Context: an optimization exercise on an open-source flow, tuned for small area, a short achievable clock period and few clock cycles. The choices shown serve that exercise and are no tape-out recipe. Function was checked by simulation only, so behaviour that the tests miss may differ from the original.

==> inputs of job 9401 <==
Design M2, start of the top module:
module M2 (
	input  logic        Clock_50,
	input  logic        Resetn,
	input  logic [15:0] SRAM_read_data,
	input  logic        M2_start,
	output logic        SRAM_we_n,
	output logic        M2_done,
	output logic [15:0] SRAM_write_data,
	output logic [17:0] SRAM_address
);
function automatic logic [7:0] clip(input logic [31:0] s);
	clip = s[31] ? 8'd0 : (|s[30:24]) ? 8'd255 : s[23:16];
endfunction
function automatic logic [3:0] inc12(input logic [3:0] v);
	inc12 = (v == 4'd11) ? 4'd0 : v + 4'd1;
endfunction
function automatic logic [2:0] nof(input logic [3:0] p);
	case (p)
		4'd0: nof = 3'd1; 4'd1: nof = 3'd3; 4'd3: nof = 3'd5; 4'd4: nof = 3'd2;
		4'd6: nof = 3'd7; 4'd7: nof = 3'd6; 4'd9: nof = 3'd0; default: nof = 3'd4;
	endcase
endfunction
logic        run;
logic [3:0]  q;              
logic [3:0]  rp0;            
logic [3:0]  cp0;            
logic [3:0]  cp1;            
logic        rd_on;          
logic        q_rd;
assign q_rd = (q != 4'd2) && (q != 4'd5) && (q != 4'd8) && (q != 4'd11);
logic [14:0] rowb;
logic [2:0]  rk;
logic [5:0]  rbc;
logic [4:0]  rbr;
logic [1:0]  rpl;
logic        r_last_bc;
logic [14:0] rinc;
assign r_last_bc = (rpl == 2'd0) ? (rbc == 6'd39) : (rbc == 6'd19);
always_comb begin
	if (rk != 3'd7)      rinc = (rpl == 2'd0) ? 15'd40 : 15'd20;
	else if (!r_last_bc) rinc = (rpl == 2'd0) ? -15'sd279 : -15'sd139;
	else                 rinc = 15'd1;
end
logic [16:0] waddr;
logic [2:0]  wk;
logic [1:0]  wp;
logic [5:0]  wbc;
logic [4:0]  wbr;
logic [1:0]  wpl;
logic        w_last_bc;
logic [16:0] winc;
assign w_last_bc = (wpl == 2'd0) ? (wbc == 6'd39) : (wbc == 6'd19);
always_comb begin
	if (wk != 3'd7)                    winc = (wpl == 2'd0) ? 17'd160 : 17'd80;
	else if (wp != 2'd3 || !w_last_bc) winc = (wpl == 2'd0) ? -17'sd1119 : -17'sd559;
	else                               winc = 17'd1;
end
logic [15:0] wb [0:7];
logic [3:0]  wb_cnt;
logic        wslot;          
  ...
Settings: LEC_CHECK=0, ABC_AREA=1, CAP_MARGIN=20, CORE_MARGIN=2, CORE_UTILIZATION=40, CTS_CLUSTER_DIAMETER=70, CTS_CLUSTER_SIZE=30, SLEW_MARGIN=20, SYNTH_MEMORY_MAX_BITS=4096; clock period 12.0 ns.
standard.sh (not shown) runs the stock make flow with config.mk's settings and CLKGATE_MAP_FILE= SYNTH_SCRIPT=/design/flow/synth_recipe.tcl, a recipe that flattens the netlist after the stock synthesis.
==> flow/flow/run.sh <==
#!/bin/bash
# The standard layout, with timing repair aiming at 8 ns of setup slack
# instead of 0.  The clock period and constraints are the standard flow's.
set -euo pipefail
bash standard.sh SETUP_SLACK_MARGIN=8 finish > standard.log 2>&1
==> inputs of job 585, as changes to job 9401 <==
- ABC_AREA: 1 -> default
- CTS_CLUSTER_DIAMETER: 70 -> 100
- CTS_CLUSTER_SIZE: 30 -> 25
==> inputs of job 6584, as changes to job 9401 <==
--- a/flow/design.v
+++ b/flow/design.v
@@ -261,13 +261,13 @@
 logic [21:0] mem [0:63];
 always_ff @ (posedge clock) begin
 	if (wren) mem[waddr] <= wdata;
 end
 assign rdata = mem[raddr];
 endmodule
-module row_pass (input logic clk, input logic [15:0] x, input logic [17:0] x3, input logic [3:0] p0,
+module row_pass (input logic clk, input logic [15:0] x, input logic [3:0] p0,
   output logic [29:0] ra0, ra1, ra2, ra3, rb0, rb1, rb2, rb3);
 function automatic logic [59:0] csa(input logic [29:0] a, b, c);
   logic [29:0] s, cy; s = a ^ b ^ c; cy = ((a & b) | (a & c) | (b & c)) << 1; csa = {s, cy};
 endfunction
 function automatic logic [29:0] add30(input logic [29:0] a, b, input logic ci);
   logic [29:0] g, p, G, P, Gn, Pn;
@@ -352,12 +352,13 @@
   Gn[27] = G[27] | (P[27] & G[15]); Pn[27] = P[27] & P[15];
   Gn[28] = G[28] | (P[28] & G[15]); Pn[28] = P[28] & P[15];
   Gn[29] = G[29] | (P[29] & G[15]); Pn[29] = P[29] & P[15];
   G = Gn; P = Pn;
   add30 = p ^ {G[28:0], ci};
 endfunction
+logic [17:0] x3; assign x3 = {{2{x[15]}}, x} + {x[15], x, 1'b0};
 logic [1:0] sel0; logic sg0;
 always_ff @(posedge clk) case (p0)
   4'd0: begin sel0 <= 2'd0; sg0 <= 1'b0; end
   4'd1: begin sel0 <= 2'd0; sg0 <= 1'b1; end
   4'd3: begin sel0 <= 2'd0; sg0 <= 1'b1; end
   4'd4: begin sel0 <= 2'd1; sg0 <= 1'b0; end
@@ -488,13 +489,13 @@
 always_ff @(posedge clk) rb[3] <= ld ? 30'd56198288 : (add30(ub3s, ub3c, 1'b0) ^ {30{xb}});
 assign ra0 = ra[0]; assign rb0 = rb[0];
 assign ra1 = ra[1]; assign rb1 = rb[1];
 assign ra2 = ra[2]; assign rb2 = rb[2];
 assign ra3 = ra[3]; assign rb3 = rb[3];
 endmodule
-module col_pass (input logic clk, input logic [21:0] x, input logic [23:0] x3, input logic [3:0] p0,
+module col_pass (input logic clk, input logic [21:0] x, input logic [3:0] p0,
   output logic [31:0] ra0, ra1, ra2, ra3, rb0, rb1, rb2, rb3);
 function automatic logic [63:0] csa(input logic [31:0] a, b, c);
   logic [31:0] s, cy; s = a ^ b ^ c; cy = ((a & b) | (a & c) | (b & c)) << 1; csa = {s, cy};
 endfunction
 function automatic logic [31:0] add32(input logic [31:0] a, b, input logic ci);
   logic [31:0] g, p, G, P, Gn, Pn;
@@ -588,12 +589,13 @@
   Gn[29] = G[29] | (P[29] & G[15]); Pn[29] = P[29] & P[15];
   Gn[30] = G[30] | (P[30] & G[15]); Pn[30] = P[30] & P[15];
   Gn[31] = G[31] | (P[31] & G[15]); Pn[31] = P[31] & P[15];
   G = Gn; P = Pn;
   add32 = p ^ {G[30:0], ci};
 endfunction
+logic [23:0] x3; assign x3 = {{2{x[21]}}, x} + {x[21], x, 1'b0};
 logic [1:0] sel0; logic sg0;
 always_ff @(posedge clk) case (p0)
   4'd0: begin sel0 <= 2'd0; sg0 <= 1'b0; end
   4'd1: begin sel0 <= 2'd0; sg0 <= 1'b1; end
   4'd3: begin sel0 <= 2'd0; sg0 <= 1'b1; end
   4'd4: begin sel0 <= 2'd1; sg0 <= 1'b0; end
@@ -752,13 +754,12 @@
 	endcase
 endfunction
 logic        run;
 logic [3:0]  q;              
 logic [3:0]  rp0;            
 logic [3:0]  cp0;            
-logic [3:0]  cp1;            
 logic        rd_on;          
 logic        q_rd;
 assign q_rd = (q != 4'd2) && (q != 4'd5) && (q != 4'd8) && (q != 4'd11);
 logic [14:0] rowb;
 logic [2:0]  rk;
 logic [5:0]  rbc;
@@ -790,30 +791,35 @@
 logic [3:0]  wb_cnt;
 logic        wslot;          
 logic        do_write;
 logic        last_write;
 assign last_write = (wpl == 2'd2) && (wbr == 5'd29) && w_last_bc && (wp == 2'd3) && (wk == 3'd7);
 assign do_write = wslot && (wb_cnt != 4'd0);
+logic iss0, iss1, iss2, xv;
 always_ff @(posedge Clock_50 or negedge Resetn) begin
 	if (!Resetn) begin
 		run <= 1'b0; rd_on <= 1'b1;
-		q <= 4'd0; rp0 <= 4'd9; cp0 <= 4'd2; cp1 <= 4'd1; wslot <= 1'b0;
+		q <= 4'd0; rp0 <= 4'd9; cp0 <= 4'd2; wslot <= 1'b0;
 		rowb <= 15'd9600; rk <= 3'd0; rbc <= 6'd0; rbr <= 5'd0; rpl <= 2'd0;
 		waddr <= 17'd0; wk <= 3'd0; wp <= 2'd0; wbc <= 6'd0; wbr <= 5'd0; wpl <= 2'd0;
 		SRAM_address <= 18'd0; SRAM_we_n <= 1'b1; SRAM_write_data <= 16'd0;
 		M2_done <= 1'b0;
+		iss0 <= 1'b0; iss1 <= 1'b0; iss2 <= 1'b0; xv <= 1'b0;
 	end else begin
+		iss1 <= iss0; iss2 <= iss1; xv <= iss2;
+		iss0 <= 1'b0;
 		SRAM_we_n <= 1'b1;
 		if (!run) begin
 			if (M2_start && !M2_done) run <= 1'b1;
 		end else begin
-			q <= inc12(q); rp0 <= inc12(rp0); cp0 <= inc12(cp0); cp1 <= inc12(cp1);
+			q <= inc12(q); rp0 <= inc12(rp0); cp0 <= inc12(cp0);
 			wslot <= (q == 4'd1) || (q == 4'd4) || (q == 4'd7) || (q == 4'd10);
 			if (q_rd) begin
 				if (rd_on) begin
 					SRAM_address <= {rowb, nof(q)};
+					iss0 <= 1'b1;
 					if (q == 4'd10) begin
 						rowb <= rowb + rinc;
 						rk <= rk + 3'd1;
 						if (rk == 3'd7) begin
 							if (!r_last_bc) rbc <= rbc + 6'd1;
 							else begin
@@ -854,21 +860,17 @@
 				end
 			end
 		end
 	end
 end
 logic [15:0] xr;
-logic [17:0] xr3;            
-always_ff @(posedge Clock_50) begin
-	xr <= SRAM_read_data;
-	xr3 <= {{2{SRAM_read_data[15]}}, SRAM_read_data} + {SRAM_read_data[15], SRAM_read_data, 1'b0};
-end
+always_ff @(posedge Clock_50) xr <= SRAM_read_data;
 logic [29:0] rpa [0:3];
 logic [29:0] rpb [0:3];
 row_pass rpass (
-	.clk(Clock_50), .x(xr), .x3(xr3), .p0(rp0),
+	.clk(Clock_50), .x(xr), .p0(rp0),
 	.ra0(rpa[0]), .ra1(rpa[1]), .ra2(rpa[2]), .ra3(rpa[3]),
 	.rb0(rpb[0]), .rb1(rpb[1]), .rb2(rpb[2]), .rb3(rpb[3])
 );
 logic        row_v;          
 logic        row_end;        
 logic [2:0]  rp_k;
@@ -900,14 +902,14 @@
 endfunction
 logic        cp_on, cp_pend, cp_par, cp_pend_par;
 logic [2:0]  cp_m;
 logic        cp_on_n, cp_par_n;
 logic [2:0]  cp_m_n, cp_n_n;
 logic [5:0]  cp_addr;
-logic        cv1, cv2, col_done, col_odd;
-logic [2:0]  cm1, cm2;
+logic        cv1, col_done, col_odd;
+logic [2:0]  cm1;
 always_comb begin
 	cp_on_n = cp_on; cp_m_n = cp_m; cp_par_n = cp_par;
 	if (run && cp0 == 4'd11) begin
 		if (cp_pend) begin
 			cp_on_n = 1'b1; cp_m_n = 3'd0; cp_par_n = cp_pend_par;
 		end else if (cp_on) begin
@@ -920,13 +922,13 @@
 always_ff @(posedge Clock_50 or negedge Resetn) begin
 	if (!Resetn) begin
 		row_v <= 1'b0; row_end <= 1'b0; rp_k <= 3'd0; rp_par <= 1'b0;
 		tw_we <= 1'b0; tw_i <= 3'd0; tw_k <= 3'd0; tw_par <= 1'b0; tw_addr <= 6'd0;
 		cp_on <= 1'b0; cp_pend <= 1'b0; cp_par <= 1'b0; cp_pend_par <= 1'b0; cp_m <= 3'd0;
 		cp_addr <= 6'd0;
-		cv1 <= 1'b0; cm1 <= 3'd0; cv2 <= 1'b0; cm2 <= 3'd0; col_done <= 1'b0; col_odd <= 1'b0;
+		cv1 <= 1'b0; cm1 <= 3'd0; col_done <= 1'b0; col_odd <= 1'b0;
 	end else begin
 		if (run && q == 4'd10) row_v <= rd_on;
 		row_end <= run && (q == 4'd3) && row_v;
 		if (row_end) begin
 			rp_k <= rp_k + 3'd1;
 			if (rp_k == 3'd7) rp_par <= ~rp_par;
@@ -940,33 +942,27 @@
 		if (row_end && rp_k == 3'd7) begin
 			cp_pend <= 1'b1; cp_pend_par <= rp_par;
 		end else if (run && cp0 == 4'd11) cp_pend <= 1'b0;
 		cp_on <= cp_on_n; cp_m <= cp_m_n; cp_par <= cp_par_n;
 		cp_addr <= cp_par_n ? {cp_m_n, cp_n_n} : {cp_n_n, cp_m_n};
 		cv1 <= cp_on; cm1 <= cp_m;
-		cv2 <= cv1;   cm2 <= cm1;
-		col_done <= (q == 4'd11) && cv2;
-		col_odd <= cm2[0];
+		col_done <= (q == 4'd10) && cv1;
+		col_odd <= cm1[0];
 	end
 end
 logic [21:0] tb_rdata;
 dual_port_RAM_0 tbuf (
 	.clock(Clock_50), .wren(tw_we), .waddr(tw_addr), .wdata(stg[0]),
 	.raddr(cp_addr), .rdata(tb_rdata)
 );
-logic [21:0] cx, cx2;
-logic [23:0] cx3;            
-always_ff @(posedge Clock_50) begin
-	cx <= tb_rdata;
-	cx2 <= cx;
-	cx3 <= {{2{cx[21]}}, cx} + {cx[21], cx, 1'b0};
-end
+logic [21:0] cx;
+always_ff @(posedge Clock_50) cx <= tb_rdata;
 logic [31:0] cpa [0:3];
 logic [31:0] cpb [0:3];
 col_pass cpass (
-	.clk(Clock_50), .x(cx2), .x3(cx3), .p0(cp1),
+	.clk(Clock_50), .x(cx), .p0(cp0),
 	.ra0(cpa[0]), .ra1(cpa[1]), .ra2(cpa[2]), .ra3(cpa[3]),
 	.rb0(cpb[0]), .rb1(cpb[1]), .rb2(cpb[2]), .rb3(cpb[3])
 );
 logic [7:0] ev [0:7];
 always_ff @(posedge Clock_50) begin
 	if (col_done && !col_odd) begin
- ABC_AREA: 1 -> default
- CTS_CLUSTER_DIAMETER: 70 -> default
- CTS_CLUSTER_SIZE: 30 -> default
==> notes <==
Job 585 completed with no timing, DRC or antenna violations. Job 6584 finished with timing, DRC and antenna clean. Job 9401 finished clean.
First-iteration DRC count, lowest first: job 6584, job 585, job 9401.
Between job 9401 and job 585, the lower wire length is in job 585 (gap 13%, measured against job 585).
The highest synthesized cell count belongs to job 9401, the lowest to job 6584.
Between job 6584 and job 585, the lower cell count is in job 585 (gap about 0.8%, measured against job 585).
Worst setup slack: job 585 > job 9401 > job 6584.
Clock skew: job 6584 is higher than job 585 (0.0010 ns).
Die area: job 585 is larger than job 6584 (1.3%).
==> figures <==
	job 585	job 6584	job 9401
Status	finished clean	finished clean	finished clean
Setup slack at placement	6.89 ns	6.91 ns	7.08 ns
Worst Clk Skew	0.0645 ns	0.0655 ns	0.0757 ns
Worst rel slew slack	23.2%	21.2%	24.4%
Effective utilization at floorplan	40.2%	40.1%	40.2%
Post-synth design cell area	148000 sq um	146000 sq um	151000 sq um
Worst hold slack	0.356 ns	0.409 ns	0.332 ns
Final core utilization	43.3%	45.7%	43.6%
Cell total after placement	15927	15649	19516
Kind of launch point of the worst setup path	primary input	flop	flop
Yosys reg bits	2998	2932	2998
Share of flip-flops with an asynchronous set or reset	5.47%	5.39%	5.47%
H-Tree Depth	4	5	4
Reg area	77200 sq um	75900 sq um	77200 sq um
Testbench counts of job 9401, summed over its fixed seeds: cycles 1,383,204.
Testbench counts of job 585, summed over its fixed seeds: cycles 1,383,204.
Testbench counts of job 6584, summed over its fixed seeds: cycles 1,383,204.

afterwards: timing with drivers on the ports:
In the flow no input, the clock included, has a driving cell. The finished layouts below were timed again as built, in two steps.
Step 1 (the two cells are an assumption about what drives the block):
set clk [get_ports {Clock_50}]
set_driving_cell -lib_cell sky130_fd_sc_hd__clkbuf_16 $clk
set_driving_cell -lib_cell sky130_fd_sc_hd__buf_2 [delete_from_list [all_inputs] $clk]
Step 2 adds t to the input delays and takes it off the output delays; t is the mean of the earliest and latest rising clock arrival at the registers after step 1. Input paths then give back, and output paths get back, about the clock's delay inside the block.
a / b / c = ideal / step 1 / step 2; a / b = the first two.
| run | shift t [ns] | setup WS [ns] | worst hold slack (ns) | clock arrival spread, ns | worst slew at a driven data input, ns |
|---|---|---|---|---|---|
| job 9401 | 1.045 | 8.006 / 7.900 / 7.207 | 0.332 / 0.332 / 0.332 | 0.097 / 0.098 | 0.06 |
| job 585 | 0.957 | 8.040 / 7.974 / 7.167 | 0.356 / 0.356 / 0.356 | 0.096 / 0.096 | 0.04 |
| job 6584 | 1.030 | 7.897 / 7.897 / 7.755 | 0.409 / 0.409 / 0.409 | 0.073 / 0.073 | 0.07 |
After both steps every run listed still meets setup and hold. The setup slack of job 585, which loses most, moves by -0.066 ns with the drivers and by -0.873 ns with both steps. The worst setup slack also covers recovery checks on asynchronous resets.
